From an optimization exercise on the open Yosys and OpenROAD flow, aimed at small area, a short achievable clock period and few clock cycles; shortcuts taken in it are not production practice.
Function was not checked in any run shown here: the RTL went through the layout flow alone.
Power is estimated from default activity; no workload was simulated.

===== design/flow/config.mk =====
export PLATFORM = sky130hd
export DESIGN_NAME = day03p2_top
export DESIGN_NICKNAME = day03p2_top
export VERILOG_FILES = /design/flow/design.v
export SDC_FILE = /design/flow/constraint.sdc
export NUM_CORES = 4
export LEC_CHECK = 0
export CAP_MARGIN = 20
export CORE_MARGIN = 2
export CORE_UTILIZATION = 40
export SLEW_MARGIN = 20

===== design/flow/run.sh =====
#!/bin/bash
# synth_recipe.tcl (not shown) runs the flow's synth.tcl, then flattens the netlist and writes it again
# the make line also repeats each setting of config.mk as NAME=value (left out here)
make -C /OpenROAD-flow-scripts/flow DESIGN_CONFIG=/design/flow/config.mk WORK_HOME=/design/flow/orfs CLKGATE_MAP_FILE= SYNTH_SCRIPT=/design/flow/synth_recipe.tcl finish

===== design/flow/design.v =====
module bk_add #(parameter int W = 40) (
    input  logic [W-1:0] a,
    input  logic [W-1:0] b,
    input  logic         ci,
    output logic [W-1:0] y,
    output logic         co
);
    localparam int L = $clog2(W + 1);
    logic [W:0] g [0:2*L];
    logic [W:0] p [0:2*L];
    always_comb begin
        g[0] = {a & b, ci};
        p[0] = {a ^ b, 1'b0};
        for (int l = 0; l < L; l++) begin
            g[l+1] = g[l];
            p[l+1] = p[l];
            for (int i = (2 << l) - 1; i <= W; i += (2 << l)) begin
                g[l+1][i] = g[l][i] | (p[l][i] & g[l][i - (1 << l)]);
                p[l+1][i] = p[l][i] & p[l][i - (1 << l)];
            end
        end
        for (int l = L - 2; l >= 0; l--) begin
            g[2*L-1-l] = g[2*L-2-l];
            p[2*L-1-l] = p[2*L-2-l];
            for (int i = (3 << l) - 1; i <= W; i += (2 << l)) begin
                g[2*L-1-l][i] = g[2*L-2-l][i] | (p[2*L-2-l][i] & g[2*L-2-l][i - (1 << l)]);
                p[2*L-1-l][i] = p[2*L-2-l][i] & p[2*L-2-l][i - (1 << l)];
            end
        end
        for (int i = 0; i < W; i++) y[i] = p[0][i+1] ^ g[2*L-1][i];
        co = g[2*L-1][W];
    end
endmodule
module inc_late #(parameter int W = 24) (
    input  logic [W-1:0] a,
    input  logic         ci,
    output logic [W-1:0] y
);
    logic [W-1:0] ones;    
    always_comb begin
        ones[0] = 1'b1;
        for (int i = 1; i < W; i++) ones[i] = ones[i-1] & a[i-1];
        y = a ^ (ones & {W{ci}});
    end
endmodule
module day03p2_top (
    input  logic        clk_i,
    input  logic        rst_ni,
    input  logic [3:0]  digit_i,
    input  logic        eol_i,
    output logic [63:0] result_o,
    output logic        ready_o
);
logic [11:0][3:0] s_q, s_d;
logic [11:0]      s_en;
logic [39:0] lo_q;        
logic [23:0] hi_q, hi_d;  
logic        busy_q;      
logic        flush_q;     
logic        add_q;       
logic        addb_q;      
logic        c_q;         
logic        tg_q;        
logic [12:0] t_q;         
logic        fin;         
logic        done;        
logic        fin_q;       
logic [3:0]  d_q;         
logic        dig, conv;
logic [11:1] lt, moved;
logic [11:0] mb, ms, sel;
logic [47:0] r;
logic [39:0] a, b, y;
logic        co;
logic [3:0]  top;
logic [39:0] sum;
assign r        = s_q;
assign fin      = t_q[11];
assign done     = t_q[12];
assign dig      = d_q != 4'd0;
assign conv     = busy_q;
always_comb begin
    for (int i = 1; i < 12; i++) lt[i] = s_q[i] < s_q[i-1];
    moved[11] = lt[11];
    for (int i = 10; i >= 1; i--) moved[i] = moved[i+1] | lt[i];
    for (int i = 0; i < 12; i++) begin
        mb[i]  = t_q[i] & ~fin;
        ms[i]  = t_q[i];
        sel[i] = (i == 0) ? ~fin : (t_q[i-1] & ~fin);
    end
    top = tg_q ? s_q[11] : 4'd0;
    for (int j = 0; j < 40; j++) begin
        a[j] = (r[j] & mb[j/4]) | (lo_q[j] & add_q);
        if (j >= 2) b[j] = (r[j-2] & mb[(j-2)/4]) | (r[j] & addb_q);
    end
    b[1] = top[2] | top[3] | (r[1] & addb_q);
    b[0] = top[1] | top[3] | (r[0] & addb_q);
end
bk_add #(.W(40)) u_add (.a(a), .b(b), .ci(top[3]), .y(y), .co(co));
assign sum = {y[38:0], top[0]};
inc_late #(.W(24)) u_inc (.a(hi_q), .ci(c_q), .y(hi_d));
always_comb begin
    s_d[0] = conv ? (sel[0] ? sum[3:0] : 4'd0) : d_q;
    for (int i = 1; i < 12; i++)
        s_d[i] = ((i < 10 && sel[i]) ? sum[4*i +: 4] : 4'd0) | (ms[i-1] ? 4'd0 : s_q[i-1]);
    s_en[0] = conv | (dig & (moved[1] | (d_q > s_q[0])));
    for (int i = 1; i < 12; i++) s_en[i] = conv | (dig & moved[i]);
end
always_ff @(posedge clk_i or negedge rst_ni) begin
    if (!rst_ni) begin
        hi_q    <= 24'd0;
        busy_q  <= 1'b1;
        flush_q <= 1'b1;
        add_q   <= 1'b0;
        addb_q  <= 1'b0;
        c_q     <= 1'b0;
        tg_q    <= 1'b1;
        t_q     <= 13'd0;
        fin_q   <= 1'b0;
    end else begin
        fin_q <= busy_q & t_q[10] & ~t_q[11];
        hi_q  <= hi_d;
        add_q  <= busy_q & ~flush_q & t_q[10] & ~t_q[11];
        addb_q <= busy_q & ~flush_q & t_q[10] & ~t_q[11];
        c_q    <= add_q & co;
        tg_q   <= ~(busy_q & t_q[10] & ~t_q[11]);
        if (conv) begin
            busy_q <= ~done;
            t_q    <= done ? 13'd0 : {t_q[11:0], 1'b1};
            if (done) flush_q <= 1'b0;
        end else begin
            busy_q <= eol_i;
        end
    end
end
always_ff @(posedge clk_i) begin
    d_q <= (busy_q | eol_i) ? 4'd0 : digit_i;
    if (fin_q) lo_q <= y;
    for (int i = 0; i < 12; i++) if (s_en[i]) s_q[i] <= s_d[i];
end
assign result_o = {hi_q, lo_q};
assign ready_o  = ~busy_q;
endmodule

===== design/flow/constraint.sdc =====
create_clock -name core_clock -period 8.0 [get_ports {clk_i}]
set_input_delay 1.6000 -clock core_clock [delete_from_list [all_inputs] [get_ports {clk_i}]]
set_output_delay 1.6000 -clock core_clock [all_outputs]
set_load 0.01 [all_outputs]

==> reports/qor.yml, run 1 <==
clock_network:
  cts_hold_buf: 0
  cts_buffer_depth: 2
  cts_setup_buffers: 0
  clk_pin_slew_ns: 0.06
  clock_latency_ns: 0.42
  cts_tree: "done"
  htree_levels: 4
  cts_resized: 0
  numCtsBuffers: 17
  clock-root-buffer: "clkbuf_16"
  cts.sink_count: 135
critical_path:
  path_max_fanout: 14
  cp-end-kind: "flip-flop"
  crit_path_start: "t_q[11]$_DFFE_PN0P_"
  setup.worst_path.start_class: "flip-flop"
  r2r-start: "t_q[11]$_DFFE_PN0P_"
  worst_ep_required_time_ns: 8.16
  cp.arrival_ns: 5.11
  crit_type: "reg -> reg"
synthesis:
  synth_nets: 934
  synth_cell_types: 62
  avgSynthCellArea_um2: 10.33
  synth-edff-count: 88
  async_reset_ff_share_pct: 31.85
  syn_area_um2: 8574
  synth_seq_cells: 135
  synth_ff_type: "edfxtp_1"
  yosysWarnings: 7
  synth_cells: 830
  ys_seq_area_share_pct: 44.35
status:
  status: "complete, no violations"
timing:
  slew_violations: 0
  min_period_over_period_pct: 61.91
  final_hold_viol_count: 0
  finalSetupViolations: 0
  layout_setup_ws_ns: 3.047
  worst_slew_pin_slew_ns: 1.022
  worst_hold_slack_ns: 0.4759
  rsz0062_at_grt: "no"
  fmax_mhz: 201.9
  totalNegativeSetupSlack_ns: 0
  skew_ns: 0.006683
  slew_headroom_pct: 31.90
  period_minus_slack_ns: 4.953
global_routing:
  grt_start_max_net_pins: 44
  antenna_found_initial: 0
  track_usage_pct: 19.10
  grt_overflow: 0
  grt_pass1_vias: 6318
  grt_pass1_wl_um: 33570
floorplanning:
  ios: 72
  die_w_um: 150.4
  start_util_pct: 40.79
  rows: 53
  die_area_um2: 22620
  die_h_um: 150.4
  core_region_area_um2: 21020
layout:
  fin_util_pct: 48.25
  syn_to_final_growth_pct: 18.30
  fillers: 1912
  fin_cells: 1191
  antennaDiodeCount: 0
  fin_nets: 1007
  layout-drive-gt1-share_pct: 6.114
route:
  drt_first_iter_violations: 482
  drcViolationCount: 0
  wl_per_cell_um: 17.16
  drt-pass1-iter-count: 7
  antenna_left: 0
  vias: 6317
  viasPerCell: 5.304
  routed_wl_um: 20440
power:
  leakage_nw: 4.300
  power_per_cell_area_nw_per_um2: 377.9
  ir_drop_uv: 153.8
hold_path:
  min_path_type: "reg -> reg"
  min-delay-start: "hi_q[23]$_DFF_PN0_"
job:
  cap_violations: 0
placement:
  dp_slack_ns: 3.082
  portBuffers: 71
  place_congestion: 0.8401
  dp.cells: 1158
  dp_hpwl_um: 14610
cells in the mapped netlist, types with 7 or more instances:
cell type	count	area [µm²]
nor2_1	21	78.83
nand3_1	8	40.04
edfxtp_1	88	2643
o21a_1	7	52.55
a21o_1	13	97.59
nand2b_1	11	68.82
nor2b_1	11	68.82
o31ai_1	7	52.55
fa_1	20	400.4
ha_1	77	963.4
clkbuf_1	17	63.81
a22o_1	50	437.9
nand2_1	100	375.4
inv_1	110	412.9
o21ai_0	84	420.4
a21oi_1	24	120.1
xnor2_1	31	271.5
o22ai_1	8	50.05
xor2_1	12	105.1
dfrtp_1	40	1001
a21boi_0	7	52.55
power by group:
part           switching, mW  leakage (nW)  internal, mW
Combinational          0.994          2.51         0.688
Clock                  0.300         0.282         0.485
Sequential             0.275          1.51          1.09
worst max-delay path: stages (launching register included):
cell      delay [ns]
dfrtp_1         0.71
clkinv_1        0.48
nand2_1         0.41
o21ai_0         0.13
ha_1            0.35
a21oi_1         0.18
o21ai_0         0.13
a221oi_1        0.53
and2_4          0.28
o21ai_2         0.08
a31oi_2         0.31
o31a_1          0.24
o21bai_1        0.11
fa_1            0.44
xor2_1          0.17
nand2_1         0.07
o21ai_0         0.08
registers in the layout, summed over array words and instances, names as in the netlist:
register	flops
c_q	1
t_q	13
fin_q	1
add_q	1
d_q	4
flush_q	1
s_q	48
tg_q	1
lo_q	40
busy_q	1
hi_q	24
final timing paths:
check                      cells after the start  slack [ns]                 end
hold reg to reg                                1        0.48  hi_q[23]$_DFF_PN0_
max in group asynchronous                      1        6.41     add_q$_DFF_PN0_
hold / removal                                 1        0.48  hi_q[23]$_DFF_PN0_
setup reg to reg                              16        3.05   s_q[33]$_DFFE_PP_
setup / recovery                              16        3.05   s_q[33]$_DFFE_PP_
min in group asynchronous                      1        1.17   hi_q[7]$_DFF_PN0_
cell families (layout without fill, tap and decap cells):
kind of cell               after synthesis  in the layout  share of synthesized area (%)
DFF                                    135            135                          44.35
and+or+nand+nor                        197            197                          11.47
buffers and inverters                  131            217                          5.837
adders and majority gates               97             97                          15.91
AOI/OAI and AO/OA                      227            227                          18.05
xor gates and xnor gates                43             43                          4.392
layout make-up:
class	count	area [µm²]	share of cell area, %
multi-input cells	564	4272	42.11
flip-flops and latches	135	3805	37.51
repair buffers	74	734.5	7.241
clock buffers	21	440.4	4.342
inverters	111	416.7	4.108
well taps	275	344.1	3.392
clock inverters	11	131.4	1.295
per-layer routing:
layer / share of wire [%] / up-vias / track usage, %
met2: 45 / 141 / 29.07
met5: 0 / - / 0
met3: 4.6 / 16 / 4.667
met1: 50 / 3080 / 27.62
li1: - / 3080 / -
met4: 0.86 / 0 / 4.198
placed cells by master (no fill, tap or decap), drive strengths merged, types with 4 or more instances in the layout:
cell type / count
nand3b: 6
o31ai: 7
nand4: 6
clkbuf: 21
nor3: 4
nand2b: 11
and3: 6
dfrtp: 40
ha: 77
dfxtp: 4
nand3: 9
o22ai: 8
nor2b: 11
buf: 4
edfxtp: 88
inv: 110
clkdlybuf4s50: 70
and2: 7
and4: 4
nor2: 22
clkinv: 8
xnor2: 31
nand2: 101
fa: 20
xor2: 12
o21ai: 85
a21boi: 7
o21bai: 6
o21a: 7
or2: 4
a22o: 50
a211oi: 6
a21oi: 24
a21o: 13
through the flow:
| stage | total power [mW] | area, µm² |
|---|---|---|
| floorplan | 2.494 | 8574 |
| finish | 3.833 | 10140 |
| detailed placement | 3.028 | 9558 |
| global route | 4.129 | 10140 |
| global placement | 3.020 | 9558 |
| CTS | 3.835 | 10130 |
==> run 2: changes to the inputs <==
--- a/design/flow/config.mk
+++ b/design/flow/config.mk
@@ -10,2 +10,3 @@
 export CORE_UTILIZATION = 40
+export SETUP_SLACK_MARGIN = 4.5
 export SLEW_MARGIN = 20
==> run 2 against run 1 <==
Against the previous run:
- worst setup slack improved by 1.2 ns
- sequential cell count unchanged
- via count increased by 5.7%
- synthesized area unchanged
- critical path type unchanged
- largest cell class unchanged
- largest power group unchanged
- highest routed layer unchanged
==> reports/qor.yml, run 2 <==
status:
  status: "complete, no violations"  # unchanged
synthesis:
  syn_area_um2: 8574  # unchanged
  synth.most_common_cell: "inv_1"  # unchanged
  synth-edff-count: 88  # unchanged
  yosys-top-cells-area: "edfxtp_1 (31%), dfrtp_1 (12%), ha_1 (11%)"  # unchanged
  synth_cells: 830  # unchanged
  synthDominantCellAreaShare_pct: 30.82  # unchanged
  ys_seq_area_share_pct: 44.35  # unchanged
  synth_cell_types: 62  # unchanged
  avgSynthCellArea_um2: 10.33  # unchanged
  synth_nets: 934  # unchanged
  synth_top_area_cell: "edfxtp_1"  # unchanged
  yosysWarnings: 7  # unchanged
  synth_top_cells_by_count: "inv_1 (110), nand2_1 (100), edfxtp_1 (88)"  # unchanged
  async_reset_ff_share_pct: 31.85  # unchanged
  synth_ff_type: "edfxtp_1"  # unchanged
  synth_seq_cells: 135  # unchanged
timing:
  totalNegativeSetupSlack_ns: 0  # unchanged
  skew_ns: 0.008563  # was 0.006683 ns
  fmax_mhz: 266.8  # was 201.9 MHz
  final_hold_viol_count: 0  # unchanged
  min_period_over_period_pct: 46.85  # was 61.91%
  slew_headroom_pct: 31.32  # was 31.90%
  worst_slew_pin_slew_ns: 1.030  # was 1.022 ns
  rsz0062_at_grt: "yes"  # was no
  slew_violations: 0  # unchanged
  finalSetupViolations: 0  # unchanged
  period_minus_slack_ns: 3.748  # was 4.953 ns
route:
  drt-pass1-iter-count: 5  # was 7
  routed_wl_um: 22350  # was 20440 µm
  drcViolationCount: 0  # unchanged
  drt_first_iter_violations: 450  # was 482
  wl_per_cell_um: 17.91  # was 17.16 µm
  antenna_left: 0  # unchanged
  vias: 6680  # was 6317
  viasPerCell: 5.353  # was 5.304
critical_path:
  r2r-start: "add_q$_DFF_PN0_"  # was t_q[11]$_DFFE_PN0P_
  reg2reg_setup_slack_ns: 4.25  # was 3.05 ns
  crit_slowest_cell: "dfrtp_4"  # was dfrtp_1
  setup.worst_path.start_class: "flip-flop"  # unchanged
  worst_path_largest_cell_delay_ns: 0.56  # was 0.71 ns
  cp.arrival_ns: 3.94  # was 5.11 ns
  crit_buf_inv: 2  # was 1
  r2r_cells: 15  # was 16
  path_max_fanout: 6  # was 14
  crit_type: "reg -> reg"  # unchanged
  critPathTopFamily: "compound AO/OA/AOI/OAI gates"  # unchanged
  worst_ep_required_time_ns: 8.19  # was 8.16 ns
  cp-end-kind: "flip-flop"  # unchanged
  r2r-end: "s_q[30]$_DFFE_PP_"  # was s_q[33]$_DFFE_PP_
  path_cells: "clkbuf_16 > nand2_2 > o21ai_2 > ha_1 > and4_4 > nand3_2 > a211o_1 > and2_4 > o21ai_4 > a31oi_4 > o31a_1 > o21a_1 > fa_2 > inv_2 > a22o_1"  # was clkinv_1 > nand2_1 > o21ai_0 > ha_1 > a21oi_1 > o21ai_0 > a221oi_1 > and2_4 > o21ai_2 > a31oi_2 > o31a_1 > o21bai_1 > fa_1 > xor2_1 > nand2_1 > o21ai_0
global_routing:
  grt_overflow: 0  # unchanged
  grt_pass1_wl_um: 34770  # was 33570 µm
  grt_pass1_vias: 6665  # was 6318
  track_usage_pct: 19.86  # was 19.10%
  antenna_found_initial: 0  # unchanged
  grt_start_max_net_pins: 44  # unchanged
clock_network:
  cts_hold_buf: 0  # unchanged
  cts_tree: "done"  # unchanged
  clock-root-buffer: "clkbuf_16"  # unchanged
  cts_buffer_depth: 2  # unchanged
  clock_latency_ns: 0.43  # was 0.42 ns
  numCtsBuffers: 17  # unchanged
  cts.sink_count: 135  # unchanged
  clk_pin_slew_ns: 0.07  # was 0.06 ns
  htree_levels: 4  # unchanged
layout:
  largest_register: "s_q"  # unchanged
  fillers: 1791  # was 1912
  fin_nets: 1064  # was 1007
  final_common_cell: "inv_1"  # unchanged
  fin_area_um2: 11330  # was 10140 µm²
  most-common-layout-cells: "inv_1 (105), nand2_1 (90), edfxtp_1 (88)"  # was inv_1 (110), nand2_1 (100), edfxtp_1 (88)
  layout-drive-gt1-share_pct: 20.76  # was 6.114%
  multi_input_area_um2: 4835  # was 4272 µm²
  regArea_um2: 3816  # was 3805 µm²
  reg.largest.list: "s_q x48, lo_q x40, hi_q x24"  # unchanged
  largest_register_ffs: 48  # unchanged
  syn_to_final_growth_pct: 32.09  # was 18.30%
  antennaDiodeCount: 0  # unchanged
power:
  power_per_cell_area_nw_per_um2: 382.0  # was 377.9 nW/µm²
  leakage_nw: 4.740  # was 4.300 nW
  ir_drop_uv: 182.1  # was 153.8 µV
floorplanning:
  die_w_um: 150.4  # unchanged
  core_region_area_um2: 21020  # unchanged
  start_util_pct: 40.79  # unchanged
  rows: 53  # unchanged
  die_area_um2: 22620  # unchanged
  ios: 72  # unchanged
  die_h_um: 150.4  # unchanged
placement:
  place_congestion: 0.8733  # was 0.8401
  place_area_um2: 9603  # was 9558 µm²
  dp_hpwl_um: 14340  # was 14610 µm
  portBuffers: 71  # unchanged
hold_path:
  min_path_type: "reg -> reg"  # unchanged
  holdPathStages: 1  # unchanged
  worstHoldEndpoint: "hi_q[23]$_DFF_PN0_"  # unchanged
  min-delay-start: "hi_q[23]$_DFF_PN0_"  # unchanged
job:
  cap_violations: 0  # unchanged
[run 2: cell counts after synthesis]
Identical to the previous run, type by type.
[run 2: logic make-up after synthesis]
family,share of synthesized area [%]
XOR/XNOR,4.392
flip-flops,44.35
AND/OR/NAND/NOR,11.47
adder cells (fa/ha/maj),15.91
buffers and inverters,5.837
AO/OA/AOI/OAI,18.05
[run 2: cell type report]
cell class | instances | share of cell area, %
Multi-Input combinational cell | 566 | 42.69
Sequential cell | 135 | 33.69
Timing Repair Buffer | 128 | 11.28
Clock buffer | 21 | 4.353
Inverter | 111 | 3.844
Tap cell | 275 | 3.038
Clock inverter | 11 | 1.061
Timing Repair inverter | 1 | 0.04419
[run 2: per-layer routing]
| metal | up-vias | part of all wire, % | GRT usage (%) |
|---|---|---|---|
| li1 | 3203 | - | - |
| met1 | 3272 | 47 | 27.75 |
| met2 | 180 | 47 | 31.36 |
| met3 | 25 | 5.0 | 4.485 |
| met4 | 0 | 1.4 | 4.953 |
| met5 | - | 0 | 0 |
[run 2: worst max-delay path by stage]
stage | startpoint | to | slack, ns | depth (start not counted)
floorplan | add_q$_DFF_PN0_ | s_q[33]$_DFFE_PP_ | 4.47 | 16
global placement | t_q[11]$_DFFE_PN0P_ | s_q[33]$_DFFE_PP_ | 3.36 | 16
detailed placement | t_q[11]$_DFFE_PN0P_ | s_q[33]$_DFFE_PP_ | 3.23 | 16
CTS | add_q$_DFF_PN0_ | s_q[30]$_DFFE_PP_ | 4.23 | 15
global route | add_q$_DFF_PN0_ | s_q[30]$_DFFE_PP_ | 4.14 | 15
finish | add_q$_DFF_PN0_ | s_q[30]$_DFFE_PP_ | 4.25 | 15
[run 2: per-stage QoR]
step | hold WS [ns] | setup slack [ns] | util [%] | cells | total power [mW]
after floorplan | 0.4575 | 4.473 | - | 830 | 2.513
after global placement | 0.4627 | 3.361 | 45.68 | 1159 | 3.028
after detailed placement | 0.4683 | 3.235 | 45.68 | 1159 | 3.038
after CTS | 0.4790 | 4.232 | 50.72 | 1218 | 4.032
after global routing | 0.4931 | 4.138 | 53.88 | 1248 | 4.635
final | 0.4775 | 4.252 | 53.88 | 1248 | 4.326
[run 2: power by group]
part	internal [mW]	switching, mW	leakage, nW
sequential	1.10	0.271	1.50
combinational	0.970	1.18	2.94
clock	0.503	0.308	0.295
[run 2: what timing repair did]
item | CTS | global route
setup endpoints to repair | 65 | 56
gates resized for setup | 46 | 90
setup buffers | 24 | 25
pin swaps | 16 | 41
gates cloned | 3 | 5
hold endpoints to repair | 0 | 0
[run 2: worst reg2reg max path: cells and delay by family (launching register included)]
family | cells | cell delay (ns)
AND/OR/NAND/NOR | 4 | 0.55
AO/OA/AOI/OAI | 7 | 1.34
buffers and inverters | 2 | 0.24
flip-flops | 1 | 0.56
adder cells (fa/ha/maj) | 2 | 0.83
==> run 3: changes to the inputs <==
--- a/design/flow/config.mk
+++ b/design/flow/config.mk
@@ -10,3 +10,3 @@
 export CORE_UTILIZATION = 40
-export SETUP_SLACK_MARGIN = 4.5
+export SETUP_SLACK_MARGIN = 3.5
 export SLEW_MARGIN = 20
==> run 3 against run 2 <==
Against the previous run:
- cell area fell by 9.8%
- combinational power fell by about 20%
- critical path depth rose by 1
- fmax fell by 11%
- routed wire length fell by 8.1%
- die area did not move
- global-route usage fell by 0.75 points
- still clean on timing, DRC and antenna
- critical path type unchanged
- synthesized area did not move
- synthesized cell count did not move
- non-clock buffer count fell by 49
==> reports/qor.yml, run 3 <==
status:
  status: "complete, no violations"  # unchanged
clock_network:
  clock_latency_ns: 0.42  # was 0.43 ns
  clock-root-buffer: "clkbuf_16"  # unchanged
  htree_levels: 4  # unchanged
  cts_hold_buf: 0  # unchanged
  numCtsBuffers: 17  # unchanged
  cts.sink_count: 135  # unchanged
  clk_pin_slew_ns: 0.06  # was 0.07 ns
  cts_tree: "done"  # unchanged
  cts_buffer_depth: 2  # unchanged
timing:
  fmax_mhz: 237.9  # was 266.8 MHz
  totalNegativeSetupSlack_ns: 0  # unchanged
  final_hold_viol_count: 0  # unchanged
  slew_headroom_pct: 31.73  # was 31.32%
  min_period_over_period_pct: 52.54  # was 46.85%
  worst_slew_pin_slew_ns: 1.024  # was 1.030 ns
  slew_violations: 0  # unchanged
  finalSetupViolations: 0  # unchanged
  period_minus_slack_ns: 4.203  # was 3.748 ns
  rsz0062_at_grt: "no"  # was yes
  skew_ns: 0.006697  # was 0.008563 ns
critical_path:
  setup.worst_path.start_class: "flip-flop"  # unchanged
  crit_path_start: "add_q$_DFF_PN0_"  # unchanged
  crit_type: "reg -> reg"  # unchanged
  path_max_fanout: 43  # was 6
  cp.arrival_ns: 4.36  # was 3.94 ns
  r2r-start: "add_q$_DFF_PN0_"  # unchanged
  worst_ep_required_time_ns: 8.16  # was 8.19 ns
  cp-end-kind: "flip-flop"  # unchanged
  r2r_cells: 16  # was 15
route:
  wl_per_cell_um: 17.17  # was 17.91 µm
  drt_first_iter_violations: 511  # was 450
  routed_wl_um: 20530  # was 22350 µm
  met3_length_um: 1101  # was 1107 µm
  viasPerCell: 5.333  # was 5.353
  vias: 6378  # was 6680
  wl_met2_um: 9208  # was 10460 µm
  antenna_left: 0  # unchanged
  drcViolationCount: 0  # unchanged
  drt-pass1-iter-count: 5  # unchanged
  highest_layer: "met4"  # unchanged
  m1WireLength_um: 10020  # was 10480 µm
global_routing:
  antenna_found_initial: 0  # unchanged
  grt_pass1_vias: 6317  # was 6665
  grt_start_max_net_pins: 44  # unchanged
  grt_overflow: 0  # unchanged
  grt_pass1_wl_um: 33580  # was 34770 µm
  track_usage_pct: 19.11  # was 19.86%
floorplanning:
  core_region_area_um2: 21020  # unchanged
  start_util_pct: 40.79  # unchanged
  die_w_um: 150.4  # unchanged
  rows: 53  # unchanged
  die_h_um: 150.4  # unchanged
  ios: 72  # unchanged
  die_area_um2: 22620  # unchanged
power:
  ir_drop_uv: 153.0  # was 182.1 µV
  internal_power_mw: 2.282  # was 2.568 mW
  leakage_nw: 4.332  # was 4.740 nW
  power_per_cell_area_nw_per_um2: 377.5  # was 382.0 nW/µm²
  pwr-share-clk_pct: 20.3  # was 18.7%
  comb_power_share_pct: 44.4  # was 49.7%
  swShare_pct: 40.82  # was 40.64%
  switchingPower_mw: 1.574  # was 1.758 mW
  p_seq_share_pct: 35.2  # was 31.6%
  p_total_mw: 3.856  # was 4.326 mW
layout:
  most-common-layout-cells: "inv_1 (110), nand2_1 (98), edfxtp_1 (88)"  # was inv_1 (105), nand2_1 (90), edfxtp_1 (88)
  fin_area_um2: 10210  # was 11330 µm²
  fillers: 1911  # was 1791
  antennaDiodeCount: 0  # unchanged
  reg.largest.list: "s_q x48, lo_q x40, hi_q x24"  # unchanged
  fin_nets: 1012  # was 1064
  fin_cells: 1196  # was 1248
  largest_register: "s_q"  # unchanged
  syn_to_final_growth_pct: 19.13  # was 32.09%
  final_common_cell: "inv_1"  # unchanged
  largest_register_ffs: 48  # unchanged
  layout-drive-gt1-share_pct: 7.383  # was 20.76%
placement:
  dp.cells: 1158  # was 1159
  dp_hpwl_um: 14610  # was 14340 µm
  place_congestion: 0.8401  # was 0.8733
  portBuffers: 71  # unchanged
  place_area_um2: 9558  # was 9603 µm²
synthesis:
  synth.most_common_cell: "inv_1"  # unchanged
  synth_top_cells_by_count: "inv_1 (110), nand2_1 (100), edfxtp_1 (88)"  # unchanged
  syn_area_um2: 8574  # unchanged
  synthDominantCellAreaShare_pct: 30.82  # unchanged
  synth_cell_types: 62  # unchanged
  synth_seq_cells: 135  # unchanged
  ys_seq_area_share_pct: 44.35  # unchanged
  yosys-top-cells-area: "edfxtp_1 (31%), dfrtp_1 (12%), ha_1 (11%)"  # unchanged
  synth_ff_type: "edfxtp_1"  # unchanged
  synth_top_area_cell: "edfxtp_1"  # unchanged
  yosysWarnings: 7  # unchanged
  synth_nets: 934  # unchanged
  avgSynthCellArea_um2: 10.33  # unchanged
  async_reset_ff_share_pct: 31.85  # unchanged
  synth-edff-count: 88  # unchanged
  synth_cells: 830  # unchanged
hold_path:
  holdPathStages: 1  # unchanged
  min-delay-start: "hi_q[23]$_DFF_PN0_"  # unchanged
  min_path_type: "reg -> reg"  # unchanged
job:
  cap_violations: 0  # unchanged
==> run 3: cell types whose count changed in the layout (fill, tap and decap cells not counted), moves of 9 or more <==
cell	previous run	this run
buf_4	45	6
ha_1	61	77
ha_4	14	0
o21ai_0	61	84
o21ai_1	9	0
o21ai_2	14	1
==> run 3: routing by layer <==
layer  vias up  track usage (%)
li1       3092                -
met1      3093            27.62
met2       173            29.11
met3        20            4.667
met4         0            4.198
met5         -                0
==> run 3: cells by family (layout without fill, tap and decap cells) <==
logic type      after synthesis  in the layout  synth area share, %
compound gates              227            227                18.05
simple gates                197            197                11.47
flops                       135            135                44.35
buf+inv                     131            222                5.837
fa+ha+maj                    97             97                15.91
xor+xnor                     43             43                4.392
==> run 3: layout make-up <==
class	instances	area [µm²]	share of cell area, %
Multi-Input combinational cell	564	4289	41.99
Sequential cell	135	3809	37.29
Tap cell	275	344.1	3.368
Inverter	111	417.9	4.091
Clock inverter	11	131.4	1.286
Clock buffer	21	440.4	4.312
Timing Repair Buffer	79	783.3	7.668
==> run 3: through the flow <==
stage | hold slack, ns | utilization (%) | worst slack (ns)
after global placement | 0.4627 | 45.47 | 3.303
final | 0.4759 | 48.59 | 3.797
after detailed placement | 0.4663 | 45.47 | 3.082
after floorplan | 0.4575 | - | 4.281
after global routing | 0.4925 | 48.59 | 3.555
after CTS | 0.4757 | 48.23 | 3.532
==> run 3: path summary, 6_finish.rpt <==
kind,to,slack (ns)
hold / removal,hi_q[23]$_DFF_PN0_,0.48
hold reg to reg,hi_q[23]$_DFF_PN0_,0.48
setup / recovery,s_q[33]$_DFFE_PP_,3.80
min in group asynchronous,hi_q[7]$_DFF_PN0_,1.18
max in group asynchronous,add_q$_DFF_PN0_,6.39
setup reg to reg,s_q[33]$_DFFE_PP_,3.80
==> run 3: repair_timing <==
action	CTS	global route
gates resized for setup	4	5
buffers inserted	0	5
setup endpoints to repair	30	17
gates cloned	0	0
==> run 3: critical path: stages, from the launching register on <==
cell and delay (ns):
dfrtp_4 0.60, buf_6 0.26, a22oi_1 0.32, inv_1 0.08, ha_1 0.20, a21oi_1 0.18, o21ai_0 0.15, a221oi_2 0.40
and2_4 0.24, o21ai_2 0.08, a31oi_2 0.31, o31a_1 0.24, o21bai_1 0.11, fa_1 0.44, xor2_1 0.17, nand2_1 0.07
o21ai_0 0.08
==> run 3: power by group through the flow <==
stage                     logic, mW  clock network (mW)  registers [mW]
final                          1.71               0.783            1.36
after global routing           1.93               0.833            1.39
after CTS                      1.67               0.799            1.37
after detailed placement       1.65                   0            1.38
after global placement         1.64                   0            1.38
after floorplan                1.24                   0            1.26

## afterwards: timing with drivers on the ports
In the flow no input, the clock included, has a driving cell. The finished layouts below were timed again as built, in two steps.
Step 1 (the two cells are an assumption about what drives the block):
set clk [get_ports {clk_i}]
set_driving_cell -lib_cell sky130_fd_sc_hd__clkbuf_16 $clk
set_driving_cell -lib_cell sky130_fd_sc_hd__buf_2 [delete_from_list [all_inputs] $clk]
Step 2 times the ports against the registers' clock, not the clock port: input delays grow and output delays shrink by t, the midpoint of the rising clock arrivals with the driver on.
Slacks: ideal ports / drivers / drivers and shift; pairs: ideal ports / drivers.
run | shift t [ns] | setup slack, ns | worst hold slack (ns) | worst setup path after step 2
run 1 | 0.464 | 3.047 / 3.047 / 3.047 | 0.476 / 0.476 / 0.476 | register to register
run 2 | 0.472 | 4.252 / 4.252 / 4.252 | 0.477 / 0.477 / 0.477 | register to register
run 3 | 0.463 | 3.797 / 3.797 / 3.797 | 0.476 / 0.476 / 0.476 | register to register
After both steps setup and hold are still met in every run listed.
